What follows belongs to an exercise in optimizing a design on an open flow for small area and a short achievable clock period; a production flow would make more cautious choices. The RTL was checked by simulation tests, not by an equivalence proof against the original design. No run shown here takes its clock network from TritonCTS; it comes from the design's own scripts or RTL. The flow treats the clock pin as an ideal source. Dropping or thinning the clock tree relies on that and would not hold on a real chip. Power and IR drop assume default switching activity.

==> flow/config.mk <==
export PLATFORM = sky130hd
export DESIGN_NAME = cnn_top_with_pool
export DESIGN_NICKNAME = cnn_top_with_pool
export VERILOG_FILES = /design/flow/design.v
export SDC_FILE = /design/flow/constraint.sdc
export NUM_CORES = 4
export LEC_CHECK = 0
export ABC_CLOCK_PERIOD_IN_PS = 1600
export CAP_MARGIN = 20
export CORE_MARGIN = 2
export CORE_UTILIZATION = 60
export SETUP_SLACK_MARGIN = 2.45
export SLEW_MARGIN = 20
export SYNTH_HIERARCHICAL = 1
==> flow/constraint.sdc <==
create_clock -name core_clock -period 4.0 [get_ports {clk}]
set_input_delay 0.8000 -clock core_clock [delete_from_list [all_inputs] [get_ports {clk}]]
set_output_delay 0.8000 -clock core_clock [all_outputs]
set_load 0.01 [all_outputs]
==> flow/design.v <==
module linebuffer_3x3 #
(
    parameter DATA_W = 8,
    parameter IMG_W  = 8      
)
(
    input  wire                     clk,
    input  wire                     rst,
    input  wire                     in_valid,
    input  wire signed [DATA_W-1:0] pixel_in,
    output reg                      out_valid,
    output reg signed [DATA_W-1:0]  p00, p01, p02,
    output reg signed [DATA_W-1:0]  p10, p11, p12,
    output reg signed [DATA_W-1:0]  p20, p21, p22
);
    reg signed [DATA_W-1:0] line1 [0:IMG_W-1];
    reg signed [DATA_W-1:0] line2 [0:IMG_W-1];
    integer i;
    reg [15:0] col;  
    always @(posedge clk) begin
        if (rst) begin
            for (i=0; i<IMG_W; i=i+1) begin
                line1[i] <= 0;
                line2[i] <= 0;
            end
            col <= 0;
            out_valid <= 0;
            p00 <= 0; p01 <= 0; p02 <= 0;
            p10 <= 0; p11 <= 0; p12 <= 0;
            p20 <= 0; p21 <= 0; p22 <= 0;
        end
        else if (in_valid) begin
            line2[col] <= line1[col];
            line1[col] <= pixel_in;
            if (col >= 2) begin
                p00 <= line2[col-2];
                p01 <= line2[col-1];
                p02 <= line2[col];
                p10 <= line1[col-2];
                p11 <= line1[col-1];
                p12 <= line1[col];
                p20 <= 0;  
                p21 <= 0;
                p22 <= 0;
                out_valid <= 1'b1;
            end else begin
                out_valid <= 1'b0;
            end
            if (col == IMG_W-1)
                col <= 0;
            else
                col <= col + 1;
        end else begin
            out_valid <= 0;
        end
    end
endmodule
module conv3x3_single_ch #
(
    parameter DATA_W = 8,
    parameter FRAC   = 4,
    parameter W00=0,parameter W01=0,parameter W02=0,
    parameter W10=0,parameter W11=0,parameter W12=0,
    parameter W20=0,parameter W21=0,parameter W22=0,
    parameter BIAS=0
)
(
    input  wire                     clk,
    input  wire                     rst,
    input  wire                     in_valid,
    input  wire signed [DATA_W-1:0] p00,p01,p02,p10,p11,p12,p20,p21,p22,
    output reg  signed [DATA_W-1:0] out_data,
    output reg                      out_valid
);
    reg signed [DATA_W+12:0] acc;
    reg signed [DATA_W+7:0]  prod;
    always @(posedge clk) begin
        if (rst) begin
            out_valid<=0; out_data<=0;
        end else if (in_valid) begin
            acc=0;
            prod=p00*W00; acc=acc+prod;
            prod=p01*W01; acc=acc+prod;
            prod=p02*W02; acc=acc+prod;
            prod=p10*W10; acc=acc+prod;
            prod=p11*W11; acc=acc+prod;
            prod=p12*W12; acc=acc+prod;
            prod=p20*W20; acc=acc+prod;
            prod=p21*W21; acc=acc+prod;
            prod=p22*W22; acc=acc+prod;
            acc=acc+(BIAS<<<FRAC);
            out_data<=acc>>>FRAC;
            out_valid<=1;
        end else
            out_valid<=0;
    end
endmodule
module batchnorm_scale_shift #
(
    parameter DATA_W = 8,
    parameter FRAC   = 4,
    parameter GAMMA  = (1<<FRAC),  
    parameter BETA   = 0           
)
(
    input  wire                     clk,
    input  wire                     rst,
    input  wire signed [DATA_W-1:0] in_data,
    input  wire                     in_valid,
    output reg  signed [DATA_W-1:0] out_data,
    output reg                      out_valid
);
    reg signed [DATA_W+7:0] mult, res;
    always @(posedge clk) begin
        if (rst) begin
            out_data  <= 0;
            out_valid <= 0;
        end else begin
            if (in_valid) begin
                mult = in_data * GAMMA;
                res  = (mult >>> FRAC) + BETA;
                out_data <= res[DATA_W-1:0];
                out_valid <= 1'b1;
            end else
                out_valid <= 1'b0;
        end
    end
endmodule
module leaky_relu #
(
    parameter DATA_W = 8,
    parameter FRAC   = 4,
    parameter A_NUM  = 1,
    parameter A_DEN  = 4
)
(
    input  wire                     clk,
    input  wire                     rst,
    input  wire signed [DATA_W-1:0] in_data,
    input  wire                     in_valid,
    output reg  signed [DATA_W-1:0] out_data,
    output reg                      out_valid
);
    reg signed [DATA_W+7:0] prod;
    reg signed [DATA_W+7:0] scaled;    
    always @(posedge clk) begin
        if (rst) begin
            out_data  <= 0;
            out_valid <= 0;
        end
        else begin
            if (in_valid) begin
                if (in_data[DATA_W-1] == 1'b0) begin
                    out_data <= in_data;
                end
                else begin
                    prod = in_data * A_NUM;
                    if (A_DEN == 1)
                        scaled = prod;
                    else if (A_DEN == 2)
                        scaled = prod >>> 1;
                    else if (A_DEN == 4)
                        scaled = prod >>> 2;
                    else
                        scaled = prod / A_DEN;
                    out_data <= scaled[DATA_W-1:0];
                end
                out_valid <= 1'b1;
            end
            else begin
                out_valid <= 1'b0;
            end
        end
    end
endmodule
module linebuffer_2x2 #
(
    parameter DATA_W = 8,
    parameter IMG_W  = 8
)
(
    input  wire                     clk,
    input  wire                     rst,
    input  wire                     in_valid,
    input  wire signed [DATA_W-1:0] pixel_in,
    output reg                      out_valid,
    output reg signed [DATA_W-1:0]  p00, p01,
    output reg signed [DATA_W-1:0]  p10, p11
);
    reg signed [DATA_W-1:0] linebuf [0:IMG_W-1];
    integer i;
    reg [15:0] col;
    reg row_valid;
    always @(posedge clk) begin
        if (rst) begin
            col <= 0;
            out_valid <= 0;
            for (i=0;i<IMG_W;i=i+1)
                linebuf[i] <= 0;
        end else if (in_valid) begin
            if (col < IMG_W)
                col <= col + 1;
            else
                col <= 1;
            if (row_valid && col >= 2) begin
                p00 <= linebuf[col-2];
                p01 <= linebuf[col-1];
                p10 <= pixel_in;
                p11 <= pixel_in;  
                out_valid <= 1;
            end else begin
                out_valid <= 0;
            end
            linebuf[col-1] <= pixel_in;
        end else begin
            out_valid <= 0;
        end
    end
    always @(posedge clk) begin
        if (rst)
            row_valid <= 0;
        else if (in_valid && col == IMG_W)
            row_valid <= 1;
    end
endmodule
module maxpool2x2 #
(
    parameter DATA_W = 8
)
(
    input  wire                     clk,
    input  wire                     rst,
    input  wire                     in_valid,
    input  wire signed [DATA_W-1:0] p00,
    input  wire signed [DATA_W-1:0] p01,
    input  wire signed [DATA_W-1:0] p10,
    input  wire signed [DATA_W-1:0] p11,
    output reg  signed [DATA_W-1:0] out_data,
    output reg                      out_valid
);
    reg signed [DATA_W-1:0] max1;
    reg signed [DATA_W-1:0] max2;
    always @(posedge clk) begin
        if (rst) begin
            out_valid <= 1'b0;
            out_data  <= {DATA_W{1'b0}};
            max1 <= {DATA_W{1'b0}};
            max2 <= {DATA_W{1'b0}};
        end else begin
            if (in_valid) begin
                if (p00 > p01) max1 <= p00;
                else           max1 <= p01;
                if (p10 > p11) max2 <= p10;
                else           max2 <= p11;
                if ( (p00 > p01 ? p00 : p01) > (p10 > p11 ? p10 : p11) )
                    out_data <= (p00 > p01 ? p00 : p01);
                else
                    out_data <= (p10 > p11 ? p10 : p11);
                out_valid <= 1'b1;
            end else begin
                out_valid <= 1'b0;
            end
        end
    end
endmodule
module cnn_s1_logic (
    input  wire [7:0] px, x1, x2,
    output wire [4:0] yl,
    output wire [3:0] yh,
    output wire [4:0] al,
    output wire [3:0] ah
);
    function [5:0] add5;
        input [4:0] a, b;
        input       ci;
        reg   [4:0] g, p;
        reg         c1, c2, c3, c4, c5;
        begin
            g  = a & b;
            p  = a ^ b;
            c1 = g[0] | (p[0] & ci);
            c2 = g[1] | (p[1] & g[0]) | (p[1] & p[0] & ci);
            c3 = g[2] | (p[2] & g[1]) | (p[2] & p[1] & g[0]) | (p[2] & p[1] & p[0] & ci);
            c4 = g[3] | (p[3] & g[2]) | (p[3] & p[2] & g[1]) | (p[3] & p[2] & p[1] & g[0])
               | (p[3] & p[2] & p[1] & p[0] & ci);
            c5 = g[4] | (p[4] & g[3]) | (p[4] & p[3] & g[2]) | (p[4] & p[3] & p[2] & g[1])
               | (p[4] & p[3] & p[2] & p[1] & g[0]) | (p[4] & p[3] & p[2] & p[1] & p[0] & ci);
            add5 = {c5, p ^ {c4, c3, c2, c1, ci}};
        end
    endfunction
    wire [5:0] ys = add5({1'b0, px[3:0]}, {1'b0, x1[3:0]}, 1'b0);
    wire [5:0] yt = add5({1'b0, px[7:4]}, {1'b0, x1[7:4]}, 1'b0);
    wire [5:0] as = add5({1'b0, x1[1:0], 2'b00}, ~{1'b0, x2[3:0]}, 1'b1);
    wire [5:0] at = add5({1'b0, x1[5:2]}, ~{1'b0, x2[7:4]}, 1'b1);
    assign yl = ys[4:0];
    assign yh = yt[3:0];
    assign al = as[4:0];
    assign ah = at[3:0];
endmodule
module cnn_s2_y (
    input  wire [4:0] yl1,
    input  wire [3:0] yh1,
    output wire [7:0] y
);
    function [5:0] add5;
        input [4:0] a, b;
        input       ci;
        reg   [4:0] g, p;
        reg         c1, c2, c3, c4, c5;
        begin
            g  = a & b;
            p  = a ^ b;
            c1 = g[0] | (p[0] & ci);
            c2 = g[1] | (p[1] & g[0]) | (p[1] & p[0] & ci);
            c3 = g[2] | (p[2] & g[1]) | (p[2] & p[1] & g[0]) | (p[2] & p[1] & p[0] & ci);
            c4 = g[3] | (p[3] & g[2]) | (p[3] & p[2] & g[1]) | (p[3] & p[2] & p[1] & g[0])
               | (p[3] & p[2] & p[1] & p[0] & ci);
            c5 = g[4] | (p[4] & g[3]) | (p[4] & p[3] & g[2]) | (p[4] & p[3] & p[2] & g[1])
               | (p[4] & p[3] & p[2] & p[1] & g[0]) | (p[4] & p[3] & p[2] & p[1] & p[0] & ci);
            add5 = {c5, p ^ {c4, c3, c2, c1, ci}};
        end
    endfunction
    wire [5:0] yt = add5({1'b0, yh1}, 5'd0, yl1[4]);
    assign y = {yt[3:0], yl1[3:0]};
endmodule
module cnn_s2_cl (
    input  wire [3:0] al,
    input  wire [3:0] yold,
    output wire [4:0] cl
);
    function [5:0] add5;
        input [4:0] a, b;
        input       ci;
        reg   [4:0] g, p;
        reg         c1, c2, c3, c4, c5;
        begin
            g  = a & b;
            p  = a ^ b;
            c1 = g[0] | (p[0] & ci);
            c2 = g[1] | (p[1] & g[0]) | (p[1] & p[0] & ci);
            c3 = g[2] | (p[2] & g[1]) | (p[2] & p[1] & g[0]) | (p[2] & p[1] & p[0] & ci);
            c4 = g[3] | (p[3] & g[2]) | (p[3] & p[2] & g[1]) | (p[3] & p[2] & p[1] & g[0])
               | (p[3] & p[2] & p[1] & p[0] & ci);
            c5 = g[4] | (p[4] & g[3]) | (p[4] & p[3] & g[2]) | (p[4] & p[3] & p[2] & g[1])
               | (p[4] & p[3] & p[2] & p[1] & g[0]) | (p[4] & p[3] & p[2] & p[1] & p[0] & ci);
            add5 = {c5, p ^ {c4, c3, c2, c1, ci}};
        end
    endfunction
    wire [5:0] d = add5({1'b0, al}, ~{1'b0, yold}, 1'b1);
    assign cl = d[4:0];
endmodule
module cnn_s2_ch (
    input  wire [3:0] ah,
    input  wire [3:0] yold,
    input  wire       ab,
    output wire [3:0] ch
);
    function [5:0] add5;
        input [4:0] a, b;
        input       ci;
        reg   [4:0] g, p;
        reg         c1, c2, c3, c4, c5;
        begin
            g  = a & b;
            p  = a ^ b;
            c1 = g[0] | (p[0] & ci);
            c2 = g[1] | (p[1] & g[0]) | (p[1] & p[0] & ci);
            c3 = g[2] | (p[2] & g[1]) | (p[2] & p[1] & g[0]) | (p[2] & p[1] & p[0] & ci);
            c4 = g[3] | (p[3] & g[2]) | (p[3] & p[2] & g[1]) | (p[3] & p[2] & p[1] & g[0])
               | (p[3] & p[2] & p[1] & p[0] & ci);
            c5 = g[4] | (p[4] & g[3]) | (p[4] & p[3] & g[2]) | (p[4] & p[3] & p[2] & g[1])
               | (p[4] & p[3] & p[2] & p[1] & g[0]) | (p[4] & p[3] & p[2] & p[1] & p[0] & ci);
            add5 = {c5, p ^ {c4, c3, c2, c1, ci}};
        end
    endfunction
    wire [5:0] d = add5({1'b0, ah}, ~{1'b0, yold}, ~ab);
    assign ch = d[3:0];
endmodule
module cnn_s3_logic (
    input  wire [4:0] cl2,
    input  wire [3:0] ch2,
    output wire [3:0] bl,
    output wire [1:0] bc,
    output wire [3:0] bh
);
    function [5:0] add5;
        input [4:0] a, b;
        input       ci;
        reg   [4:0] g, p;
        reg         c1, c2, c3, c4, c5;
        begin
            g  = a & b;
            p  = a ^ b;
            c1 = g[0] | (p[0] & ci);
            c2 = g[1] | (p[1] & g[0]) | (p[1] & p[0] & ci);
            c3 = g[2] | (p[2] & g[1]) | (p[2] & p[1] & g[0]) | (p[2] & p[1] & p[0] & ci);
            c4 = g[3] | (p[3] & g[2]) | (p[3] & p[2] & g[1]) | (p[3] & p[2] & p[1] & g[0])
               | (p[3] & p[2] & p[1] & p[0] & ci);
            c5 = g[4] | (p[4] & g[3]) | (p[4] & p[3] & g[2]) | (p[4] & p[3] & p[2] & g[1])
               | (p[4] & p[3] & p[2] & p[1] & g[0]) | (p[4] & p[3] & p[2] & p[1] & p[0] & ci);
            add5 = {c5, p ^ {c4, c3, c2, c1, ci}};
        end
    endfunction
    wire [3:0] chm = ch2 - 4'd1;
    wire [3:0] hs0 = ch2 + {ch2[3], ch2[3:1]};
    wire [3:0] hs1 = chm + {chm[3], chm[3:1]};
    wire       c4  = ch2[0] ^ cl2[4];
    wire [3:0] ta  = cl2[3:0];
    wire [3:0] tb  = {c4, cl2[3:1]};
    wire [3:0] sv  = ta ^ tb ^ 4'b0100;
    wire [3:0] cv  = (ta & tb) | ((ta | tb) & 4'b0100);
    wire [5:0] blo = add5({1'b0, sv}, {cv, 1'b0}, 1'b0);
    assign bl = blo[3:0];
    assign bc = blo[5:4];
    assign bh = cl2[4] ? hs1 : hs0;
endmodule
module cnn_s4_logic (
    input  wire [3:0] bl3,
    input  wire [1:0] bc3,
    input  wire [3:0] bh3,
    output wire [7:0] f
);
    function [5:0] add5;
        input [4:0] a, b;
        input       ci;
        reg   [4:0] g, p;
        reg         c1, c2, c3, c4, c5;
        begin
            g  = a & b;
            p  = a ^ b;
            c1 = g[0] | (p[0] & ci);
            c2 = g[1] | (p[1] & g[0]) | (p[1] & p[0] & ci);
            c3 = g[2] | (p[2] & g[1]) | (p[2] & p[1] & g[0]) | (p[2] & p[1] & p[0] & ci);
            c4 = g[3] | (p[3] & g[2]) | (p[3] & p[2] & g[1]) | (p[3] & p[2] & p[1] & g[0])
               | (p[3] & p[2] & p[1] & p[0] & ci);
            c5 = g[4] | (p[4] & g[3]) | (p[4] & p[3] & g[2]) | (p[4] & p[3] & p[2] & g[1])
               | (p[4] & p[3] & p[2] & p[1] & g[0]) | (p[4] & p[3] & p[2] & p[1] & p[0] & ci);
            add5 = {c5, p ^ {c4, c3, c2, c1, ci}};
        end
    endfunction
    wire [5:0] bt = add5({1'b0, bh3}, {3'b000, bc3}, 1'b0);
    wire [7:0] b  = {bt[3:0], bl3};
    assign f = b[7] ? {b[7], b[7], b[7:2]} : b;
endmodule
module cnn_gt8 (
    input  wire [7:0] a, b,
    output wire       gt
);
    wire [7:0] ua = {~a[7], a[6:0]};
    wire [7:0] ub = {~b[7], b[6:0]};
    wire [7:0] g0 = ua & ~ub;
    wire [7:0] e0 = ~(ua ^ ub);
    wire [3:0] g1 = {g0[7] | (e0[7] & g0[6]), g0[5] | (e0[5] & g0[4]),
                     g0[3] | (e0[3] & g0[2]), g0[1] | (e0[1] & g0[0])};
    wire [3:0] e1 = {e0[7] & e0[6], e0[5] & e0[4], e0[3] & e0[2], e0[1] & e0[0]};
    wire [1:0] g2 = {g1[3] | (e1[3] & g1[2]), g1[1] | (e1[1] & g1[0])};
    wire       e2 = e1[3] & e1[2];
    assign gt = g2[1] | (e2 & g2[0]);
endmodule
module cnn_top_with_pool #
(
    parameter DATA_W = 8,
    parameter FRAC   = 4,
    parameter IMG_W  = 32
)
(
    input  wire                     clk,
    input  wire                     rst,
    input  wire                     in_valid,
    input  wire signed [DATA_W-1:0] pixel_in,
    output reg                      out_valid,
    output reg signed [DATA_W-1:0]  out_data
);
    integer i;
    reg  [7:0] p0;
    reg        v0;            
    reg        rs0;           
    always @(posedge clk) begin
        p0  <= pixel_in;
        rs0 <= rst;
        if (rst) v0 <= 1'b0;
        else     v0 <= in_valid;
    end
    reg  [4:0] col;           
    reg        row1;          
    reg  [7:0] x1, x2;        
    reg  [4:0] yl1;           
    reg  [3:0] yh1;           
    reg  [4:0] al1;           
    reg  [3:0] ah1;           
    reg        fe1;           
    reg        mw1;           
    wire [4:0] yl_n, al_n;
    wire [3:0] yh_n, ah_n;
    cnn_s1_logic s1 (.px(p0), .x1(x1), .x2(x2),
                     .yl(yl_n), .yh(yh_n), .al(al_n), .ah(ah_n));
    always @(posedge clk) begin
        if (rs0) begin
            col  <= 5'd0;
            row1 <= 1'b0;
        end else if (v0) begin
            col <= col + 5'd1;
            if (&col) row1 <= 1'b1;
        end
        if (rst) fe1 <= 1'b0;
        else     fe1 <= v0 & (|col[4:1]);
        mw1 <= row1 | (&col);
        if (v0) begin
            x1 <= p0;
            x2 <= x1;
        end
        yl1 <= yl_n;
        yh1 <= yh_n;
        al1 <= al_n;
        ah1 <= ah_n;
    end
    reg  [7:0] yl [0:29];     
    reg  [4:0] cl2;           
    reg  [3:0] ch2;           
    reg        fe2;
    wire [7:0] y1;
    wire [4:0] cl_n;
    wire [3:0] ch_n;
    cnn_s2_y  s2y (.yl1(yl1), .yh1(yh1), .y(y1));
    cnn_s2_cl s2l (.al(al1[3:0]), .yold(yl[29][3:0]), .cl(cl_n));
    cnn_s2_ch s2h (.ah(ah1), .yold(yl[29][7:4]), .ab(al1[4]), .ch(ch_n));
    always @(posedge clk) begin
        if (fe1) begin
            yl[0] <= y1;
            for (i = 1; i < 29; i = i + 1)
                yl[i] <= yl[i-1];
        end
        if (rs0)      yl[29] <= 8'd0;
        else if (fe1) yl[29] <= yl[28] & {8{mw1}};
        cl2 <= cl_n;
        ch2 <= ch_n;
        if (rst) fe2 <= 1'b0;
        else     fe2 <= fe1;
    end
    reg  [3:0] bl3;           
    reg  [1:0] bc3;           
    reg  [3:0] bh3;           
    reg        fe3;
    wire [3:0] bl_n, bh_n;
    wire [1:0] bc_n;
    cnn_s3_logic s3 (.cl2(cl2), .ch2(ch2), .bl(bl_n), .bc(bc_n), .bh(bh_n));
    always @(posedge clk) begin
        bl3 <= bl_n;
        bc3 <= bc_n;
        bh3 <= bh_n;
        if (rst) fe3 <= 1'b0;
        else     fe3 <= fe2;
    end
    reg  signed [7:0] f4;
    reg        fe4;
    wire [7:0] f_n;
    cnn_s4_logic s4 (.bl3(bl3), .bc3(bc3), .bh3(bh3), .f(f_n));
    always @(posedge clk) begin
        f4 <= f_n;
        if (rst) fe4 <= 1'b0;
        else     fe4 <= fe3;
    end
    reg  signed [7:0] fl [0:31];     
    reg  signed [7:0] f5;
    reg        c29, c30;      
    reg        cr5;           
    reg        sl5;           
    reg        fe5;
    wire       c29_n, c30_n, c31_n, cf_n;
    wire       merge = sl5 ? c29 : c30;     
    cnn_gt8 g29 (.a(f4), .b(fl[29]), .gt(c29_n));
    cnn_gt8 g30 (.a(f4), .b(fl[30]), .gt(c30_n));
    cnn_gt8 g31 (.a(f4), .b(fl[31]), .gt(c31_n));
    cnn_gt8 gf5 (.a(f4), .b(f5),     .gt(cf_n));
    always @(posedge clk) begin
        f5  <= f4;
        c29 <= c29_n;
        c30 <= c30_n;
        cr5 <= fe5 ? (merge ? cf_n : c30_n) : c31_n;
        if (rst) begin
            fe5 <= 1'b0;
            sl5 <= 1'b0;
        end else begin
            fe5 <= fe4;
            sl5 <= fe5;
        end
    end
    reg  [4:0] d;             
    reg        any;           
    reg        row2;          
    reg        res;           
    always @(posedge clk) begin
        if (rs0) begin
            d    <= 5'd31;
            any  <= 1'b0;
            row2 <= 1'b0;
            res  <= 1'b0;
        end else if (fe5) begin
            d    <= d + 5'd1;
            any  <= 1'b1;
            if (any && (&d)) row2 <= 1'b1;
            res  <= ~(&d) & (row2 | (any & (&d)));
        end
        if (fe5) begin
            fl[0] <= f5;
            for (i = 1; i < 31; i = i + 1)
                fl[i] <= fl[i-1];
            fl[31] <= merge ? f5 : fl[30];
        end
        out_data <= cr5 ? f5 : fl[31];
        if (rst) out_valid <= 1'b0;
        else     out_valid <= fe5 & res;
    end
endmodule
==> flow/flow/run.sh <==
#!/bin/bash
# The standard layout (standard.sh), with two changes:
#  - synthesis leaves the adders to ABC instead of mapping them onto the
#    library's half- and full-adder cells (ADDER_MAP_FILE empty);
#  - clock tree synthesis adds no dummy loads, and flow/cts_hook.tcl then
#    drives TritonCTS's leaf buffers straight from four roots on the clock port,
#    removing the H-tree buffers in between, and makes roots and leaves
#    inverters.
# make's output goes to standard_make.log; each ORFS step logs under orfs/logs.
set -euo pipefail
here=$(pwd)
bash standard.sh ADDER_MAP_FILE= \
  "CTS_ARGS=-sink_clustering_enable -repair_clock_nets -dont_use_dummy_load -sink_clustering_size 30 -sink_clustering_max_diameter 60" \
  "PRE_CTS_TCL=$here/flow/cts_hook.tcl" \
  finish > standard_make.log 2>&1
==> flow/flow/cts_hook.tcl <==
# Run before ORFS's clock tree synthesis. Wraps clock_tree_synthesis so that,
# once TritonCTS has built its tree, the intermediate H-tree buffers are
# removed: the leaves are driven straight from four roots on the clock port,
# each placed at the centre of the leaves it drives (the leaves split into
# two halves by x, each half into two by y). Roots and leaves become
# inverters (clkinv_16 and clkinv_8), two in series on every path, so each
# flip-flop still sees the clock's rising edge.
set ::my_cts_roots 4
set ::my_cts_inv 1
set ::my_cts_inv_root sky130_fd_sc_hd__clkinv_16
set ::my_cts_inv_leaf sky130_fd_sc_hd__clkinv_8

rename clock_tree_synthesis my_tritoncts
proc clock_tree_synthesis { args } {
  my_tritoncts {*}$args
  my_flatten_clock_tree
}

proc my_flatten_clock_tree { } {
  set block [ord::get_db_block]
  set db [ord::get_db]
  set port_net [$block findNet clk]
  set master [$db findMaster sky130_fd_sc_hd__clkbuf_16]

  # clock buffers: instances whose master name has clkbuf and whose A pin is on a clock net
  set bufs {}
  foreach inst [$block getInsts] {
    set m [[$inst getMaster] getName]
    if { [string match "sky130_fd_sc_hd__clkbuf_*" $m] } {
      set a [$inst findITerm A]
      set x [$inst findITerm X]
      if { $a eq "NULL" || $x eq "NULL" } { continue }
      set an [$a getNet]
      set xn [$x getNet]
      if { $an eq "NULL" || $xn eq "NULL" } { continue }
      if { [$an getSigType] ne "CLOCK" && $an ne $port_net } { continue }
      lappend bufs $inst
    }
  }
  # leaves: buffers whose output drives anything that is not a clock buffer
  set leaves {}
  set inner {}
  foreach inst $bufs {
    set xn [[$inst findITerm X] getNet]
    set leaf 0
    foreach it [$xn getITerms] {
      if { [$it isOutputSignal] } { continue }
      set li [$it getInst]
      if { [lsearch -exact $bufs $li] < 0 } { set leaf 1; break }
    }
    if { $leaf } { lappend leaves $inst } else { lappend inner $inst }
  }
  puts "my_flatten_clock_tree: [llength $bufs] clock buffers, [llength $leaves] leaves, [llength $inner] inner"
  if { [llength $leaves] < 2 } { return }
  # a leaf buffer must not also drive other clock buffers
  foreach inst $leaves {
    foreach it [[[$inst findITerm X] getNet] getITerms] {
      if { [$it isOutputSignal] } { continue }
      if { [lsearch -exact $bufs [$it getInst]] >= 0 } {
        puts "my_flatten_clock_tree: leaf [$inst getName] drives a clock buffer, tree left as built"
        return
      }
    }
  }
  # nothing but the inner buffers may sit on the port net
  foreach it [$port_net getITerms] {
    if { [lsearch -exact $inner [$it getInst]] < 0 } {
      puts "my_flatten_clock_tree: port net drives [[$it getInst] getName], tree left as built"
      return
    }
  }
  # remove the inner buffers and their nets
  foreach inst $inner {
    set xn [[$inst findITerm X] getNet]
    foreach it [$xn getITerms] { $it disconnect }
    [$inst findITerm A] disconnect
    odb::dbInst_destroy $inst
    if { $xn ne $port_net } { odb::dbNet_destroy $xn }
  }
  # group the leaves into my_cts_roots groups of equal size: split by x
  # into two halves, then each half by y
  set pts {}
  foreach inst $leaves {
    set loc [$inst getLocation]
    lappend pts [list [lindex $loc 0] [lindex $loc 1] $inst]
  }
  set pts [lsort -integer -index 0 $pts]
  set n [llength $pts]
  set half [expr { $n / 2 }]
  set groups {}
  foreach part [list [lrange $pts 0 [expr { $half - 1 }]] [lrange $pts $half end]] {
    set part [lsort -integer -index 1 $part]
    set m [llength $part]
    set per [expr { $::my_cts_roots / 2 }]
    for { set g 0 } { $g < $per } { incr g } {
      lappend groups [lrange $part [expr { $g * $m / $per }] [expr { ($g + 1) * $m / $per - 1 }]]
    }
  }
  set k [llength $groups]
  set rmaster $master
  set rout X
  if { $::my_cts_inv } {
    # two levels of inverters in place of two levels of buffers
    set rmaster [$db findMaster $::my_cts_inv_root]
    set rout Y
    set imaster [$db findMaster $::my_cts_inv_leaf]
    set newpts {}
    foreach p $pts {
      set inst [lindex $p 2]
      set an [[$inst findITerm A] getNet]
      set xn [[$inst findITerm X] getNet]
      set nm [$inst getName]
      [$inst findITerm A] disconnect
      [$inst findITerm X] disconnect
      odb::dbInst_destroy $inst
      set ni [odb::dbInst_create $block $imaster $nm]
      if { $an ne "NULL" } { [$ni findITerm A] connect $an }
      [$ni findITerm Y] connect $xn
      $ni setLocation [lindex $p 0] [lindex $p 1]
      $ni setPlacementStatus PLACED
      lappend newpts [list [lindex $p 0] [lindex $p 1] $ni]
    }
    set map {}
    foreach p $pts q $newpts { dict set map [lindex $p 2] [lindex $q 2] }
    set ng {}
    foreach grp $groups {
      set l {}
      foreach p $grp { lappend l [list [lindex $p 0] [lindex $p 1] [dict get $map [lindex $p 2]]] }
      lappend ng $l
    }
    set groups $ng
  }
  set g 0
  foreach grp $groups {
    set sx 0; set sy 0
    foreach p $grp { incr sx [lindex $p 0]; incr sy [lindex $p 1] }
    set cx [expr { $sx / [llength $grp] }]
    set cy [expr { $sy / [llength $grp] }]
    set rb [odb::dbInst_create $block $rmaster "clkbuf_root_${g}_clk"]
    set rn [odb::dbNet_create $block "clknet_root_${g}_clk"]
    $rn setSigType CLOCK
    [$rb findITerm A] connect $port_net
    [$rb findITerm $rout] connect $rn
    $rb setLocation $cx $cy
    $rb setPlacementStatus PLACED
    foreach p $grp { [[lindex $p 2] findITerm A] connect $rn }
    incr g
  }
  puts "my_flatten_clock_tree: [llength $leaves] leaves now driven by $k root buffers"
}
==> flow/standard.sh <==
#!/bin/bash
# synth_recipe.tcl (not shown) runs the flow's synth.tcl, then flattens the netlist and writes it again
# the make line also repeats each setting of config.mk as NAME=value (left out here)
make -C /OpenROAD-flow-scripts/flow DESIGN_CONFIG=/design/flow/config.mk WORK_HOME=/design/flow/orfs CLKGATE_MAP_FILE= SYNTH_SCRIPT=/design/flow/synth_recipe.tcl "${@:-finish}"
==> flow_summary.toml, run 1 <==
[setup_path]
critPathBufInv = 1
path_class = "primary input to flip-flop"
path_cells = "clkdlybuf4s50_1 -> nor2b_1 -> and2_1"
critPathSlowestCell = "clkdlybuf4s50_1"
start_kind = "primary input"
cp_top_family = "buffers and inverters"
end_kind = "flip-flop"
cp_slowest_stage_delay_ns = 0.62
critPathArrivalTime_ns = 1.67
r2r_slack_ns = 2.53
path_max_fanout = 8
required_ns = 4.15

[run_status]
outcome = "finished clean"

[floorplanning]
die_area_um2 = 34510
die_x_um = 185.8
initial_core_util_pct = 60.93
row_count = 66
ios = 20
dieHeight_um = 185.8
fp.coreArea_um2 = 32540

[synth]
yosys-top-cells-area = "edfxtp_1, dfxtp_1, xnor2_1"
avgSynthCellArea_um2 = 20.67
yosys_warnings = 17
netlist.area_leader.share_pct = 76.34
ys.flop_type = "edfxtp_1"
synth_nets = 970
synth_cell_types = 63
synth-async-reset-ratio_pct = 0
synth-edff-count = 504
yosysTopAreaCell = "edfxtp_1"
netlist_instances = 959
yosysMostFrequentCell = "edfxtp_1"
ys_seq_elements = 608
synth_common_cells = "edfxtp_1, dfxtp_1, xnor2_1"
netlist_area_um2 = 19830
yosysSeqAreaShare_pct = 86.84

[global_routing]
grt_max_degree = 96
grt.overflow.total = 0
grt_pass1_vias = 7701
gr-usage-all-layers_pct = 14.09
grt_pass1_wl_mm = 38.56
antenna_found_initial = 0

[clocking]
clock_sinks = 608
clock_latency_ns = 0.24
postCtsHoldBufs = 0
clkSlewWorstSetupHoldPaths_ns = 0.09

[route]
num_vias = 7594
drtAntennaViolNets = 0
dr.pass1.iters = 4
drc = 0
drt_iter0_drc = 441
wire_per_inst_um = 16.22
routed_wl_mm = 23.73
viasPerCell = 5.191

[worst_hold_path]
hold_class = "flip-flop to flip-flop"

[cells_and_area]
antennaDiodeCount = 0
final.fill_count = 2216
final_cells = 1463
fin_nets = 1034
regArea_um2 = 17240
area_growth_pct = 7.914
multi_input_area_um2 = 2427
drive_above_1_share_pct = 14.89

[placed_design]
port-buffer-count = 19
dp_hpwl_mm = 12.69
pre_cts_ws_ns = 2.156
gp_congestion = 0.7839
placed_cells = 1413

[power]
p_sw_mw = 2.696
clkPwrFrac_pct = 22.6
combPwrFrac_pct = 8.6
ir_worst_vdd_mv = 0.2979
powerDensity_nw_per_um2 = 499.5
power_leakage_nw = 6.887
p_int_mw = 7.990
p_sw_share_pct = 25.23
power_frac_seq_pct = 68.8
p_total_mw = 10.69

[sta]
clock_skew_ns = 0.03574
fin_setup_tns_ns = 0
fmax_mhz = 657.3
slew_headroom_pct = 47.92
worst_slack_ns = 2.479
setup_viol = 0
fin_crit_sh_pct = 38.03
finalMaxSlewViolations = 0
hold_violations = 0
hold_ws_ns = 0.3809
worst_pin_slew_ns = 0.7802
rsz0062_at_grt = "no"
period_minus_slack_ns = 1.521

[run]
cap_violations = 0
repair_timing:
| action | 4_1_cts | 5_1_grt |
|---|---|---|
| gates resized for setup | 30 | 15 |
| pin swaps | 0 | 2 |
| setup endpoints to repair | 425 | 139 |
| setup buffers | 8 | 6 |
cells in the final DEF (no fill, tap or decap), types with 4 or more instances in the layout:
cell type and instances:
edfxtp_1 504, inv_1 37, maj3_2 15, o21ai_0 6
a21oi_1 10, o21ai_2 4, xnor2_1 51, nand2_1 14
buf_12 6, nand2b_1 20, dfxtp_1 94, a22oi_1 4
clkinv_16 4, o211ai_1 5, nor2b_4 5, o221ai_2 6
buf_2 7, nor2b_1 17, o21a_1 5, xor2_1 15
nor3_1 4, buf_4 12, dfxtp_2 7, nand3_1 4
a21oi_2 9, a22o_1 4, nor2_1 28, clkdlybuf4s50_1 10
mux2_2 16, mux2i_1 5, clkinv_8 32
metal layers:
layer | GRT usage (%) | wire [um] | vias to the layer above | share of wire, %
met5 | 0 | 0 | - | 0
met4 | 5.260 | 593 | 0 | 2.5
met3 | 2.348 | 675 | 48 | 2.8
met2 | 21.84 | 10900 | 74 | 46
met1 | 20.47 | 11560 | 3792 | 49
li1 | - | - | 3680 | -
logic make-up after synthesis:
| family | after synthesis | share of synthesized area [%] |
|---|---|---|
| flops | 608 | 86.84 |
| simple gates | 113 | 3.332 |
| buf+inv | 50 | 1.111 |
| compound gates | 76 | 2.998 |
| fa+ha+maj | 18 | 0.9972 |
| xor+xnor | 69 | 3.219 |
| mux | 25 | 1.502 |
registers in the layout (all words and copies together) (netlist names), 2 cells and up:
name and flops:
ah1 4, al1 5, bc3 2, bh3 4, bl3 4, ch2 4, cl2 5, col 5
d 5, f4 8, f5 8, fl 256, out_data 8, p0 8, x1 8, x2 8
yh1 4, yl 240, yl1 5
modules after synthesis, one instance, submodules excluded:
module | cell area [um2] | cells inside | copies in the design
cnn_top_with_pool | 17900 | 706 | 1
cnn_s1_logic | 371.6 | 49 | 1
cnn_s3_logic | 234.0 | 36 | 1
cnn_s4_logic | 232.7 | 26 | 1
cnn_s2_ch | 207.7 | 27 | 1
cnn_s2_cl | 173.9 | 24 | 1
cnn_gt8 | 155.1 | 20 | 4
cnn_s2_y | 80.08 | 11 | 1
layout make-up:
class | instances | share of cell area, %
Sequential cell | 608 | 80.57
Tap cell | 442 | 2.585
Timing Repair Buffer | 39 | 1.860
Multi-Input combinational cell | 301 | 11.35
Inverter | 73 | 3.643
path summary, 6_finish.rpt:
check,start,to,cells after the start
setup reg to reg,x2[4],ah1[3],4
setup / recovery,rst,out_valid,3
hold reg to reg,yl1[0],yl[0][0],0
hold / removal,yl1[0],yl[0][0],0
per-stage QoR:
step | area [um2] | utilization, %
detailed placement | 20630 | 63.40
global route | 21390 | 65.76
floorplan | 19880 | -
finish | 21390 | 65.76
CTS | 21360 | 65.64
global placement | 20630 | 63.40
power by group through the flow:
stage | clock network, mW | registers, mW | logic (mW)
final | 2.42 | 7.35 | 0.917
after global routing | 2.79 | 7.40 | 1.01
after CTS | 2.58 | 7.35 | 0.941
after detailed placement | 0 | 7.50 | 0.914
after global placement | 0 | 7.48 | 0.900
after floorplan | 0 | 7.40 | 0.736
==> run 2: changes to the inputs <==
--- a/flow/config.mk
+++ b/flow/config.mk
@@ -9,6 +9,6 @@
 export CAP_MARGIN = 20
 export CORE_MARGIN = 2
 export CORE_UTILIZATION = 60
-export SETUP_SLACK_MARGIN = 2.45
+export SETUP_SLACK_MARGIN = 3.0
 export SLEW_MARGIN = 20
 export SYNTH_HIERARCHICAL = 1
==> run 2 against run 1 <==
Combinational power is 23% higher. Worst setup slack better by 0.056 ns. Synthesized area unchanged. Still clean. Wire length rose by 42%. Highest routed layer unchanged. Critical path depth grew 1. Synthesized cell count unchanged. Sequential cell count did not move. Global-route usage grew 5.8 points. Cell count is 13% higher. Clock skew rose by 0.0062 ns. Cell area rose by 20%.
==> flow_summary.toml, run 2 <==
[run_status]
outcome = "finished clean"

[power]
p_total_mw = 11.02
powerDensity_nw_per_um2 = 428.7
combPwrFrac_pct = 10.2
power_leakage_nw = 8.744
p_sw_share_pct = 25.93
power_frac_seq_pct = 67.3
p_int_mw = 8.159
p_sw_mw = 2.856
ir_worst_vdd_mv = 0.3571
clkPwrFrac_pct = 22.5

[route]
drt_iter0_drc = 530
drtAntennaViolNets = 0
wire_per_inst_um = 20.42
highest_layer = "met4"
wl_met3_um = 929
wl_met2_mm = 18.03
drc = 0
num_vias = 8778
dr.pass1.iters = 4
routed_wl_mm = 33.80
wl_met1_mm = 14.20
viasPerCell = 5.304

[synth]
synth_cell_types = 63
synth_nets = 970
yosysTopAreaCell = "edfxtp_1"
yosys-top-cells-area = "edfxtp_1, dfxtp_1, xnor2_1"
ys_seq_elements = 608
avgSynthCellArea_um2 = 20.67
synth_common_cells = "edfxtp_1, dfxtp_1, xnor2_1"
netlist.area_leader.share_pct = 76.34
synth-edff-count = 504
yosysMostFrequentCell = "edfxtp_1"
netlist_area_um2 = 19830
yosys_warnings = 17
yosysSeqAreaShare_pct = 86.84
netlist_instances = 959
synth-async-reset-ratio_pct = 0
ys.flop_type = "edfxtp_1"

[cells_and_area]
reg_top3 = "fl (256), yl (240)"
design_area_um2 = 25700
final_common_cell = "edfxtp_1"
final_cell_mix = "edfxtp_1, buf_16, dfxtp_1"
regMostFlops = "fl"
fin_nets = 1226
regArea_um2 = 17310
final_cells = 1655
final.fill_count = 1676
antennaDiodeCount = 0
area_growth_pct = 29.61
multi_input_area_um2 = 2804
drive_above_1_share_pct = 35.37
final_core_util_pct = 78.98
largest_register_ffs = 256

[setup_path]
required_ns = 4.10
end_kind = "flip-flop"
path_max_fanout = 4
path_class = "flip-flop to flip-flop"
critPathArrivalTime_ns = 1.57
start_kind = "flip-flop"

[floorplanning]
initial_core_util_pct = 60.93
fp.coreArea_um2 = 32540
die_x_um = 185.8
die_area_um2 = 34510
dieHeight_um = 185.8
row_count = 66
ios = 20

[sta]
rsz0062_at_grt = "yes"
fin_crit_sh_pct = 36.64
fmax_mhz = 682.4
hold_violations = 0
period_minus_slack_ns = 1.465
setup_viol = 0
clock_skew_ns = 0.04194
worst_pin_slew_ns = 0.4621
fin_setup_tns_ns = 0
worst_slack_ns = 2.535
slew_headroom_pct = 69.15
finalMaxSlewViolations = 0
hold_ws_ns = 0.3838

[clocking]
clkSlewWorstSetupHoldPaths_ns = 0.09
clock_latency_ns = 0.24
postCtsHoldBufs = 0
clock_sinks = 608

[run]
cap_violations = 0

[global_routing]
antenna_found_initial = 0
grt_pass1_wl_mm = 51.03
grt.overflow.total = 0
grt_max_degree = 31
gr-usage-all-layers_pct = 19.87
grt_pass1_vias = 9005

[worst_hold_path]
hold_class = "flip-flop to flip-flop"

[placed_design]
gp_congestion = 0.7624
dp_hpwl_mm = 13.37
placedInstanceArea_um2 = 20760
pre_cts_ws_ns = 2.074
port-buffer-count = 19
placed_cells = 1414
[run 2: layout make-up]
class | instances | area share, %
flip-flops and latches | 608 | 67.36
inverters | 73 | 3.034
well taps | 442 | 2.152
repair buffers | 231 | 16.55
multi-input cells | 301 | 10.91
[run 2: modules after synthesis, one instance, submodules excluded]
module	flip-flops and latches	area (um2)	times used
cnn_s1_logic	0	371.6	1
cnn_gt8	0	155.1	4
cnn_s2_cl	0	173.9	1
cnn_s4_logic	0	232.7	1
cnn_s2_y	0	80.08	1
cnn_top_with_pool	608	17900	1
cnn_s3_logic	0	234.0	1
cnn_s2_ch	0	207.7	1
[run 2: power by group through the flow]
stage / registers [mW] / clock network, mW / logic (mW)
after floorplan: 7.42 / 0 / 0.778
after global placement: 7.52 / 0 / 0.944
after detailed placement: 7.53 / 0 / 0.962
after CTS: 7.40 / 2.58 / 1.09
after global routing: 7.46 / 2.81 / 1.23
final: 7.41 / 2.47 / 1.13
[run 2: critical path, stage by stage, from the launching register on]
cell     delay, ns
dfxtp_4       0.35
o211a_4       0.26
o21ai_4       0.18
xor2_4        0.24
mux2_4        0.32
[run 2: what timing repair did]
item,in CTS,in global routing
cloned,66,5
endpoints found under the setup margin,578,536
setup buffers,101,33
gates resized for setup,238,79
pin swaps,21,20
[run 2: metal layers]
layer | up-vias | GRT usage [%]
met5 | - | 0
met4 | 0 | 5.197
met3 | 39 | 2.583
met2 | 123 | 35.05
met1 | 4523 | 26.39
li1 | 4093 | -
[run 2: cells by family (layout without fill, tap and decap cells)]
group	after synthesis	after routing	share of synthesized area [%]
and+or+nand+nor	113	113	3.332
AOI/OAI and AO/OA	76	76	2.998
muxes	25	25	1.502
DFF	608	608	86.84
xor gates and xnor gates	69	69	3.219
adders and majority gates	18	18	0.9972
buffers and inverters	50	304	1.111
[run 2: worst paths after layout]
kind	endpoint	slack (ns)	from	cells after the start
setup / recovery	f4[1]	2.53	bc3[1]	4
hold reg to reg	yl[26][0]	0.38	yl[25][0]	0
hold / removal	yl[26][0]	0.38	yl[25][0]	0
setup reg to reg	f4[1]	2.53	bc3[1]	4
==> run 3: changes to the inputs <==
--- a/flow/config.mk
+++ b/flow/config.mk
@@ -9,6 +9,6 @@
 export CAP_MARGIN = 20
 export CORE_MARGIN = 2
 export CORE_UTILIZATION = 60
-export SETUP_SLACK_MARGIN = 3.0
+export SETUP_SLACK_MARGIN = 2.8
 export SLEW_MARGIN = 20
 export SYNTH_HIERARCHICAL = 1
==> run 3 against run 2 <==
Still clean on timing, DRC and antenna. Maximum frequency is 0.58% higher. Worst setup slack better by 0.0085 ns. Clock skew is 0.0020 ns higher. Clock power hardly changed. Synthesized cell count stayed put. Die area stayed put. Total power is 1.1% lower. Synthesized area stayed put. Critical path depth is 3 lower. Combinational power is 5% lower. Sequential cell count stayed put. Largest cell class unchanged.
==> flow_summary.toml, run 3 <==
[synth]
yosys_warnings = 17
yosysMostFrequentCell = "edfxtp_1"
synth-async-reset-ratio_pct = 0
netlist_area_um2 = 19830
netlist_instances = 959
avgSynthCellArea_um2 = 20.67
netlist.area_leader.share_pct = 76.34
synth-edff-count = 504
ys_seq_elements = 608
synth_nets = 970
yosys-top-cells-area = "edfxtp_1, dfxtp_1, xnor2_1"
ys.flop_type = "edfxtp_1"
yosysSeqAreaShare_pct = 86.84
synth_common_cells = "edfxtp_1, dfxtp_1, xnor2_1"
yosysTopAreaCell = "edfxtp_1"
synth_cell_types = 63

[sta]
worst_slack_ns = 2.543
rsz0062_at_grt = "yes"
slew_headroom_pct = 71.07
finalMaxSlewViolations = 0
clock_skew_ns = 0.04399
fin_crit_sh_pct = 36.42
fmax_mhz = 686.3
setup_viol = 0
hold_violations = 0
fin_setup_tns_ns = 0
worst_pin_slew_ns = 0.4333
period_minus_slack_ns = 1.457

[clocking]
postCtsHoldBufs = 0
clkSlewWorstSetupHoldPaths_ns = 0.10
clock_latency_ns = 0.23
clock_sinks = 608

[power]
combPwrFrac_pct = 9.9
power_frac_seq_pct = 67.8
powerDensity_nw_per_um2 = 489.2
p_int_mw = 8.100
p_total_mw = 10.89
p_sw_mw = 2.790
p_sw_share_pct = 25.62
clkPwrFrac_pct = 22.4
ir_worst_vdd_mv = 0.3001
power_leakage_nw = 7.327

[setup_path]
path_cells = "buf_6"
critPathArrivalTime_ns = 0.66
critPathSlowestCell = "dfxtp_2"
cp-startpoint = "out_valid"
critPathBufInv = 1
r2r_slack_ns = 2.55
cp_slowest_stage_delay_ns = 0.32
path_max_fanout = 1
path_class = "flip-flop to output port"
end_kind = "output port"
r2r_end = "f4[0]"
r2r_start = "bh3[1]"
cp_top_family = "flip-flops"
required_ns = 3.20
r2r_cells = 4
start_kind = "flip-flop"

[route]
wire_per_inst_um = 17.64
routed_wl_mm = 26.56
drc = 0
drtAntennaViolNets = 0
num_vias = 7945
viasPerCell = 5.276
drt_iter0_drc = 550
dr.pass1.iters = 4

[global_routing]
met2_usage_pct = 24.58
grt_pass1_wl_mm = 41.62
grt_max_degree = 85
grt.overflow.total = 0
gr-usage-all-layers_pct = 15.60
use_met1_pct = 22.57
use_met3_pct = 2.641
grt_pass1_vias = 7860
antenna_found_initial = 0
grt-busiest-layer = "met2"

[floorplanning]
die_area_um2 = 34510
initial_core_util_pct = 60.93
row_count = 66
dieHeight_um = 185.8
fp.coreArea_um2 = 32540
ios = 20
die_x_um = 185.8

[placed_design]
gp_congestion = 0.7632
dp_hpwl_mm = 12.76
port-buffer-count = 19
pre_cts_ws_ns = 2.230

[worst_hold_path]
hold_class = "flip-flop to flip-flop"
whs_path_depth = 0
hold_end = "yl[7][7]"
worstHoldStart = "yl[6][7]"

[cells_and_area]
final_common_cell = "edfxtp_1"
reg_top3 = "fl (256), yl (240)"
final.fill_count = 2107
final_core_util_pct = 68.41
area_growth_pct = 12.27
regMostFlops = "fl"
drive_above_1_share_pct = 21.71
final_cell_mix = "edfxtp_1, dfxtp_1, xnor2_1"
antennaDiodeCount = 0
largest_register_ffs = 256
fin_nets = 1077

[run]
cap_violations = 0

[run_status]
outcome = "finished clean"
[run 3: cell types whose count changed in the layout (fill, tap and decap cells not counted), sizes merged]
| cell | before | now |
|---|---|---|
| bufbuf | 0 | 2 |
| dlygate4sd2 | 8 | 0 |
| clkdlybuf4s50 | 0 | 9 |
| buf | 217 | 65 |
[run 3: final cells by class]
cell class | instances | area (um2) | share of cell area, %
inverter | 73 | 779.5 | 3.502
multi-input combinational | 301 | 2590 | 11.64
sequential | 608 | 17260 | 77.54
tap | 442 | 553.0 | 2.485
timing repair buffer | 82 | 1077 | 4.840
[run 3: how the worst max path moves through the flow]
stage,to,depth (start not counted),slack (ns)
3_3_place_gp,out_valid,3,2.25
6_report,out_valid,1,2.54
5_1_grt,ah1[3],4,2.49
4_1_cts,out_data[6],1,2.53
2_1_floorplan,d[4],5,1.08
3_5_place_dp,res,3,2.23
[run 3: Yosys stat by module (local to each module, per instance)]
module             cells inside  area (um2)  flip-flops and latches  times used
cnn_s2_y                     11       80.08                       0           1
cnn_s2_ch                    27       207.7                       0           1
cnn_s3_logic                 36       234.0                       0           1
cnn_s4_logic                 26       232.7                       0           1
cnn_s1_logic                 49       371.6                       0           1
cnn_top_with_pool           706       17900                     608           1
cnn_gt8                      20       155.1                       0           4
cnn_s2_cl                    24       173.9                       0           1
[run 3: through the flow]
stage	area [um2]	instances	hold slack (ns)
finish	22260	1506	0.3831
global route	22260	1506	0.3853
CTS	21950	1492	0.3800
detailed placement	20690	1412	0.3905
global placement	20690	1412	0.3892
floorplan	19940	959	0.3769
[run 3: cells by family after synthesis]
group	after synthesis	share of synthesized area, %
buf+inv	50	1.111
simple gates	113	3.332
flops	608	86.84
compound gates	76	2.998
fa+ha+maj	18	0.9972
xor+xnor	69	3.219
mux	25	1.502
[run 3: what timing repair did]
item / in CTS / in global routing
gates resized for setup: 76 / 29
pin swaps: 6 / 10
endpoints found under the hold margin: 0 / 0
buffers inserted: 38 / 9
endpoints found under the setup margin: 508 / 137
cloned: 6 / 5
[run 3: power groups by stage]
stage | clock (mW) | combinational [mW] | sequential [mW]
floorplan | 0 | 0.771 | 7.40
global placement | 0 | 0.925 | 7.50
detailed placement | 0 | 0.944 | 7.51
CTS | 2.57 | 1.02 | 7.37
global route | 2.83 | 1.17 | 7.42
finish | 2.44 | 1.07 | 7.38
[run 3: routing by layer]
layer	part of all wire, %	vias up
li1	-	3776
met1	47	4000
met5	0	-
met4	2.2	0
met2	47	128
met3	3.3	41
==> run 4: changes to the inputs <==
--- a/flow/config.mk
+++ b/flow/config.mk
@@ -9,6 +9,6 @@
 export CAP_MARGIN = 20
 export CORE_MARGIN = 2
 export CORE_UTILIZATION = 60
-export SETUP_SLACK_MARGIN = 2.8
+export SETUP_SLACK_MARGIN = 2.55
 export SLEW_MARGIN = 20
 export SYNTH_HIERARCHICAL = 1
==> run 4 against run 3 <==
Maximum frequency decreased by 0.62%. Worst setup slack got worse by 0.0091 ns. Sequential share of layout area increased by 2.6 points. Wire length fell by 7.2%. Sequential cell count unchanged. Via count down 2.4%. Clock skew rose by 0.0083 ns.
==> flow_summary.toml, run 4 <==
[run_status]
outcome = "finished clean"

[sta]
period_minus_slack_ns = 1.466
setup_viol = 0
fin_crit_sh_pct = 36.65
hold_violations = 0
finalMaxSlewViolations = 0
fmax_mhz = 682.1
rsz0062_at_grt = "yes"
slew_headroom_pct = 71.07
clock_skew_ns = 0.05227
worst_pin_slew_ns = 0.4340
fin_setup_tns_ns = 0

[setup_path]
critPathBufInv = 1
required_ns = 3.20
path_class = "flip-flop to output port"
cp_top_family = "flip-flops"
critPathSlowestCell = "dfxtp_1"
end_kind = "output port"
start_kind = "flip-flop"
path_max_fanout = 1
cp_slowest_stage_delay_ns = 0.32
critPathArrivalTime_ns = 0.67
path_cells = "buf_2"

[synth]
yosysTopAreaCell = "edfxtp_1"
synth_nets = 970
synthMuxAreaShare_pct = 1.502
synth_top_family_by_area = "simple AND/OR/NAND/NOR gates"
yosys-top-cells-area = "edfxtp_1, dfxtp_1, xnor2_1"
synth_common_cells = "edfxtp_1, dfxtp_1, xnor2_1"
netlist_instances = 959
yosysSeqAreaShare_pct = 86.84
yosysMostFrequentCell = "edfxtp_1"
synth-async-reset-ratio_pct = 0
synth-xor-area-share_pct = 3.219
avgSynthCellArea_um2 = 20.67
netlist_area_um2 = 19830
synth-adder-area-share_pct = 0.9972
ys_seq_elements = 608
yosys_warnings = 17
synth-simple-area-share_pct = 3.332
ys.flop_type = "edfxtp_1"
synth-compound-area-share_pct = 2.998
synth-edff-count = 504
synth_cell_types = 63
netlist.area_leader.share_pct = 76.34

[floorplanning]
die_area_um2 = 34510
fp.coreArea_um2 = 32540
die_x_um = 185.8
ios = 20
dieHeight_um = 185.8
row_count = 66
initial_core_util_pct = 60.93

[power]
powerDensity_nw_per_um2 = 497.0
ir_worst_vdd_mv = 0.2794
p_total_mw = 10.70
power_leakage_nw = 6.967

[cells_and_area]
regMostFlops = "fl"
final.fill_count = 2195
largest_register_ffs = 256
reg_top3 = "fl (256), yl (240)"
final_common_cell = "edfxtp_1"
antennaDiodeCount = 0
final_cell_mix = "edfxtp_1, dfxtp_1, xnor2_1"
design_area_um2 = 21530
final_core_util_pct = 66.17
fin_nets = 1043
area_growth_pct = 8.589
drive_above_1_share_pct = 16.31

[global_routing]
met2_usage_pct = 22.84
use_met3_pct = 2.974
gr-usage-all-layers_pct = 14.54
grt.overflow.total = 0
use_met1_pct = 21.02
grt-busiest-layer = "met2"
grt_pass1_wl_mm = 39.52
antenna_found_initial = 0
grt_pass1_vias = 7801
grt_max_degree = 92

[route]
wire_per_inst_um = 16.75
drt_iter0_drc = 450
drtAntennaViolNets = 0
viasPerCell = 5.266
dr.pass1.iters = 5
routed_wl_mm = 24.65
drc = 0
num_vias = 7752

[clocking]
clock_latency_ns = 0.25
postCtsHoldBufs = 0
clock_sinks = 608
clkSlewWorstSetupHoldPaths_ns = 0.10

[placed_design]
gp_congestion = 0.7801
port-buffer-count = 19
placedInstanceArea_um2 = 20630
dp_hpwl_mm = 13.06

[run]
cap_violations = 0

[worst_hold_path]
hold_class = "flip-flop to flip-flop"
-- run 4: cell counts after synthesis --
Identical to the previous run, type by type.
-- run 4: timing repair --
| action | 4_1_cts | 5_1_grt |
|---|---|---|
| resized for setup | 49 | 12 |
| setup buffers | 11 | 11 |
| setup endpoints to repair | 269 | 167 |
| cloned | 1 | 0 |
| pin swaps | 4 | 8 |
-- run 4: metal layers --
| metal | vias up | routed length (um) |
|---|---|---|
| met4 | 0 | 559 |
| met5 | - | 0 |
| met2 | 106 | 11450 |
| li1 | 3703 | - |
| met1 | 3896 | 11810 |
| met3 | 47 | 834 |
-- run 4: area by class of cell --
| type | instances | area [um2] | area share [%] |
|---|---|---|---|
| well taps | 442 | 553.0 | 2.569 |
| multi-input cells | 301 | 2450 | 11.38 |
| inverters | 71 | 747.0 | 3.470 |
| flip-flops and latches | 608 | 17240 | 80.10 |
| repair buffers | 50 | 534.3 | 2.482 |
-- run 4: worst paths after layout --
kind,slack (ns),cells after the start,startpoint,endpoint
worst min register to register,0.38,0,yl[26][3],yl[27][3]
worst max register to register,2.55,4,x2[4],ah1[3]
worst max-delay path,2.53,1,out_data[6],out_data[6]
worst min-delay path,0.38,0,yl[26][3],yl[27][3]
-- run 4: metrics by stage --
| stage | hold WS [ns] | std cells | worst slack [ns] |
|---|---|---|---|
| finish | 0.3829 | 1472 | 2.534 |
| global route | 0.3886 | 1472 | 2.490 |
| CTS | 0.3848 | 1461 | 2.510 |
| detailed placement | 0.3887 | 1415 | 2.027 |
| global placement | 0.3903 | 1415 | 2.125 |
| floorplan | 0.3769 | 959 | 1.082 |
-- run 4: kinds of logic (layout without fill, tap and decap cells) --
group,Yosys count,count (layout)
DFF,608,608
and+or+nand+nor,113,113
AOI/OAI and AO/OA,76,76
xor gates and xnor gates,69,69
buffers and inverters,50,121
muxes,25,25
adders and majority gates,18,18
-- run 4: modules after synthesis (local to each module, per instance) --
| module | cell area (um2) | cells |
|---|---|---|
| cnn_s1_logic | 371.6 | 49 |
| cnn_s2_ch | 207.7 | 27 |
| cnn_s2_cl | 173.9 | 24 |
| cnn_top_with_pool | 17900 | 706 |
| cnn_s2_y | 80.08 | 11 |
| cnn_s4_logic | 232.7 | 26 |
| cnn_s3_logic | 234.0 | 36 |
| cnn_gt8 | 155.1 | 20 |
-- run 4: power breakdown --
| part | internal, mW | switching, mW | total (mW) |
|---|---|---|---|
| logic | 0.588 | 0.381 | 0.970 |
| registers | 7.04 | 0.316 | 7.36 |
| clock network | 0.382 | 1.99 | 2.37 |
| total | 8.01 | 2.69 | 10.7 |
==> run 5: changes to the inputs <==
--- a/flow/config.mk
+++ b/flow/config.mk
@@ -9,6 +9,6 @@
 export CAP_MARGIN = 20
 export CORE_MARGIN = 2
 export CORE_UTILIZATION = 60
-export SETUP_SLACK_MARGIN = 2.55
+export SETUP_SLACK_MARGIN = 2.65
 export SLEW_MARGIN = 20
 export SYNTH_HIERARCHICAL = 1
==> run 5 against run 4 <==
Die area did not move. Critical path depth stayed put. Cell area up 1.3%. Sequential cell count did not move. Utilization up 0.87 points. Critical path type unchanged. Largest cell class unchanged.
==> flow_summary.toml, run 5 <==
[run_status]
outcome = "finished clean"

[sta]
fin_crit_sh_pct = 36.78
setup_viol = 0
clock_skew_ns = 0.03469
worst_pin_slew_ns = 0.4739
hold_violations = 0
finalMaxSlewViolations = 0
fin_setup_tns_ns = 0
rsz0062_at_grt = "yes"
period_minus_slack_ns = 1.471
fmax_mhz = 679.7
slew_headroom_pct = 68.36

[cells_and_area]
regMostFlops = "fl"
fin_nets = 1059
area_growth_pct = 10.02
reg_top3 = "fl (256), yl (240)"
final_common_cell = "edfxtp_1"
largest_register_ffs = 256
final.fill_count = 2120
final_cell_mix = "edfxtp_1, dfxtp_1, xnor2_1"
final_cells = 1488
drive_above_1_share_pct = 18.45
antennaDiodeCount = 0

[placed_design]
gp_congestion = 0.7766
port-buffer-count = 19
dp_hpwl_mm = 12.76
placed_cells = 1412

[synth]
netlist.area_leader.share_pct = 76.34
synth-async-reset-ratio_pct = 0
synth_nets = 970
synth_common_cells = "edfxtp_1, dfxtp_1, xnor2_1"
yosys_warnings = 17
ys_seq_elements = 608
yosysSeqAreaShare_pct = 86.84
avgSynthCellArea_um2 = 20.67
netlist_area_um2 = 19830
netlist_instances = 959
yosysTopAreaCell = "edfxtp_1"
yosys-top-cells-area = "edfxtp_1, dfxtp_1, xnor2_1"
synth-edff-count = 504
synth_cell_types = 63
ys.flop_type = "edfxtp_1"
yosysMostFrequentCell = "edfxtp_1"

[route]
drtAntennaViolNets = 0
wire_per_inst_um = 17.37
routed_wl_mm = 25.85
num_vias = 7853
dr.pass1.iters = 4
drt_iter0_drc = 479
drc = 0
viasPerCell = 5.278

[global_routing]
antenna_found_initial = 0
gr-usage-all-layers_pct = 15.17
grt_max_degree = 103
grt.overflow.total = 0
grt_pass1_vias = 7880
grt_pass1_wl_mm = 40.87

[power]
power_leakage_nw = 7.100
powerDensity_nw_per_um2 = 496.3
ir_worst_vdd_mv = 0.2847

[run]
cap_violations = 0

[setup_path]
end_kind = "output port"
path_class = "flip-flop to output port"
critPathBufInv = 1
r2r_cells = 4
cp_slowest_stage_delay_ns = 0.33
critPathArrivalTime_ns = 0.67
start_kind = "flip-flop"
required_ns = 3.20
path_max_fanout = 1
cp_top_family = "flip-flops"
crit_cells = 1
path_cells = "buf_6"
critPathSlowestCell = "dfxtp_2"

[floorplanning]
die_area_um2 = 34510
fp.coreArea_um2 = 32540
row_count = 66
initial_core_util_pct = 60.93
dieHeight_um = 185.8
die_x_um = 185.8
ios = 20

[clocking]
clock_latency_ns = 0.24
postCtsHoldBufs = 0
clock_sinks = 608
clkSlewWorstSetupHoldPaths_ns = 0.08

[worst_hold_path]
whs_path_depth = 0
hold_class = "flip-flop to flip-flop"
## run 5: cell counts after synthesis
Identical to the previous run, type by type.
## run 5: final timing paths
check	from	to	slack, ns
max	out_data[5]	out_data[5]	2.53
min	f4[0]	f5[0]	0.39
max reg2reg	bh3[1]	f4[0]	2.55
min reg2reg	f4[0]	f5[0]	0.39
## run 5: area by class of cell
cell class	instances	area [um2]	share of cell area, %
Multi-Input combinational cell	301	2462	11.29
Tap cell	442	553.0	2.535
Sequential cell	608	17260	79.12
Timing Repair Buffer	64	759.5	3.482
Inverter	73	779.5	3.574
## run 5: logic make-up (layout without fill, tap and decap cells)
kind of cell               after synthesis  count (layout)  share of synthesized area, %
DFF                                    608             608                         86.84
xor gates and xnor gates                69              69                         3.219
buffers and inverters                   50             137                         1.111
and+or+nand+nor                        113             113                         3.332
AOI/OAI and AO/OA                       76              76                         2.998
adders and majority gates               18              18                        0.9972
muxes                                   25              25                         1.502
## run 5: routing by layer
metal	vias to the layer above	part of all wire [%]	global-route usage (%)
li1	3720	-	-
met2	114	47	23.81
met5	-	0	0
met3	41	3.3	2.641
met4	0	2.4	5.512
met1	3978	48	21.78
## run 5: report_power, final
group          leakage [nW]  switching [mW]  internal, mW
clock network         0.266            2.04         0.396
registers              5.41           0.328          7.05
logic                  1.43           0.391         0.618
## run 5: Yosys stat by module (local to each module, per instance)
module             cells inside  times used  area [um2]  flops+latches
cnn_top_with_pool           706           1       17900            608
cnn_gt8                      20           4       155.1              0
cnn_s2_cl                    24           1       173.9              0
cnn_s4_logic                 26           1       232.7              0
cnn_s1_logic                 49           1       371.6              0
cnn_s3_logic                 36           1       234.0              0
cnn_s2_ch                    27           1       207.7              0
cnn_s2_y                     11           1       80.08              0
## run 5: what timing repair did
action	CTS	global route
cloned	3	1
gates resized for setup	59	16
setup endpoints to repair	430	177
buffers inserted	23	13
pin swaps	5	7
## run 5: stage by stage
stage,hold slack [ns],utilization (%),instance area (um2),worst slack (ns),power (mW)
2_1_floorplan,0.3769,-,19900,1.082,8.138
3_3_place_gp,0.3917,63.42,20630,2.248,8.385
3_5_place_dp,0.3952,63.42,20630,2.141,8.426
4_1_cts,0.3874,66.46,21620,2.482,10.91
5_1_grt,0.3947,67.04,21810,2.495,11.33
6_report,0.3867,67.04,21810,2.529,10.83
==> run 6: changes to the inputs <==
--- a/flow/config.mk
+++ b/flow/config.mk
@@ -9,6 +9,6 @@
 export CAP_MARGIN = 20
 export CORE_MARGIN = 2
 export CORE_UTILIZATION = 60
-export SETUP_SLACK_MARGIN = 2.65
+export SETUP_SLACK_MARGIN = 2.6
 export SLEW_MARGIN = 20
 export SYNTH_HIERARCHICAL = 1
==> run 6 against run 5 <==
Die area unchanged. Synthesized area did not move. Synthesized cell count did not move. Clock skew up 0.011 ns. Total power down 0.95%. Via count fell by 0.62%. Wire length shrank 2.1%. First-iteration DRC count rose by 18%. Sequential share of layout area up 0.94 points. Maximum frequency is 1.7% higher. Utilization fell by 0.81 points. Sequential power barely moved. Largest cell class unchanged. Largest power group unchanged.
==> flow_summary.toml, run 6 <==
[worst_hold_path]
hold_class = "flip-flop to flip-flop"
hold_end = "yl[10][1]"
whs_path_depth = 0
worstHoldStart = "yl[9][1]"

[route]
routed_wl_mm = 25.32
drc = 0
drtAntennaViolNets = 0
viasPerCell = 5.305
dr.pass1.iters = 4
wire_per_inst_um = 17.21

[setup_path]
path_max_fanout = 5
end_kind = "flip-flop"
path_cells = "o211a_4 -> o21ai_4 -> xor2_4 -> mux2_4"
r2r_start = "bh3[1]"
required_ns = 4.11
cp-startpoint = "bh3[1]"
path_class = "flip-flop to flip-flop"
r2r_slack_ns = 2.55
cp_slowest_stage_delay_ns = 0.36
r2r_cells = 4
critPathSlowestCell = "dfxtp_4"
start_kind = "flip-flop"

[synth]
synth_cell_types = 63
synth_nets = 970
yosysTopAreaCell = "edfxtp_1"
netlist.area_leader.share_pct = 76.34
ys_seq_elements = 608
netlist_instances = 959
ys.flop_type = "edfxtp_1"
netlist_area_um2 = 19830
yosys_warnings = 17
synth_common_cells = "edfxtp_1, dfxtp_1, xnor2_1"
yosysMostFrequentCell = "edfxtp_1"
yosysSeqAreaShare_pct = 86.84

[floorplanning]
fp.coreArea_um2 = 32540
row_count = 66
ios = 20
die_area_um2 = 34510
initial_core_util_pct = 60.93
die_x_um = 185.8
dieHeight_um = 185.8

[power]
ir_worst_vdd_mv = 0.3438
powerDensity_nw_per_um2 = 497.6

[sta]
rsz0062_at_grt = "yes"
fmax_mhz = 691.0
fin_setup_tns_ns = 0
worst_pin_slew_ns = 0.4517
slew_headroom_pct = 69.85
clock_skew_ns = 0.04599
setup_viol = 0
finalMaxSlewViolations = 0
fin_crit_sh_pct = 36.18
hold_violations = 0

[cells_and_area]
largest_register_ffs = 256
final_core_util_pct = 66.23
final_cells = 1471
reg_top3 = "fl (256), yl (240)"
antennaDiodeCount = 0
fin_nets = 1042
area_growth_pct = 8.697
drive_above_1_share_pct = 16.52

[placed_design]
gp_congestion = 0.7451
placed_cells = 1412
dp_hpwl_mm = 13.47

[global_routing]
grt_pass1_vias = 7814
grt_pass1_wl_mm = 40.83
grt_max_degree = 88

[clocking]
clock_sinks = 608
clock_latency_ns = 0.23
clkSlewWorstSetupHoldPaths_ns = 0.08

[run_status]
outcome = "finished clean"
==> run 6: changes by cell type in the layout (fill, tap and decap cells not counted), moves of 2 or more <==
cell     change
buf_16       -2
buf_2        +3
buf_4       -12
buf_6        -2
dfxtp_1      +4
dfxtp_2      -4
==> run 6: final cells by class <==
class                      count  area [um2]
tap                          442       553.0
multi-input combinational    301        2451
timing repair buffer          48       529.3
fill                        2159       10990
sequential                   608       17250
inverter                      72       763.2
==> run 6: what timing repair did <==
action                                  CTS  global route
hold buffers                              0             0
gates cloned                              1             0
pin swaps                                 3             4
gates resized for setup                  49            17
setup buffers                            17             6
endpoints found under the setup margin  429           149
==> run 6: how the worst max path moves through the flow <==
stage / slack (ns) / endpoint
finish: 2.55 / f4[2]
global route: 2.51 / cr5
CTS: 2.53 / f4[2]
detailed placement: 2.11 / fl[13][6]
global placement: 2.19 / fl[20][6]
floorplan: 1.08 / d[4]
==> run 6: routing by layer <==
layer  GRT usage [%]  up-vias  wire length (um)
li1                -     3695                 -
met1           21.19     3980             12020
met2           24.51       84             11920
met3           3.189       45               797
met4           4.598        0               583
met5               0        -                 0
==> run 6: critical path, delay by kind of cell, from the launching register on <==
| kind | cells | cell delay (ns) |
|---|---|---|
| DFF | 1 | 0.36 |
| AOI/OAI and AO/OA | 2 | 0.43 |
| muxes | 1 | 0.32 |
| xor gates and xnor gates | 1 | 0.24 |
==> run 6: per-module statistics from Yosys (local to each module, per instance) <==
module / flops+latches / area [um2] / cells inside
cnn_s2_y: 0 / 80.08 / 11
cnn_s2_ch: 0 / 207.7 / 27
cnn_s2_cl: 0 / 173.9 / 24
cnn_s1_logic: 0 / 371.6 / 49
cnn_top_with_pool: 608 / 17900 / 706
cnn_s3_logic: 0 / 234.0 / 36
cnn_s4_logic: 0 / 232.7 / 26
cnn_gt8: 0 / 155.1 / 20
==> run 6: logic make-up (layout without fill, tap and decap cells) <==
kind of cell,count (synthesis),after routing,share of synthesized area (%)
AO/OA/AOI/OAI,76,76,2.998
XOR/XNOR,69,69,3.219
adder cells (fa/ha/maj),18,18,0.9972
buffers and inverters,50,120,1.111
flip-flops,608,608,86.84
multiplexers,25,25,1.502
AND/OR/NAND/NOR,113,113,3.332
==> run 6: through the flow <==
stage | cell area [um2] | hold WS [ns] | setup slack (ns) | power (mW)
after floorplan | 19900 | 0.3769 | 1.082 | 8.138
after global placement | 20630 | 0.4019 | 2.192 | 8.374
after detailed placement | 20630 | 0.3913 | 2.107 | 8.418
after CTS | 21460 | 0.3866 | 2.525 | 10.83
after global routing | 21550 | 0.3936 | 2.513 | 11.23
final | 21550 | 0.3866 | 2.553 | 10.72
==> run 6: report_power, final <==
part | switching, mW | internal (mW)
Combinational | 0.382 | 0.583
Sequential | 0.316 | 7.04
Clock | 2.01 | 0.390

Check on run 6: ideal ports give 2.553 ns setup slack; a clkbuf_16 on the clock port and buf_2 on the inputs give 2.326 ns; moving port delays by the midpoint clock arrival (0.454 ns) as well gives 2.461 ns.
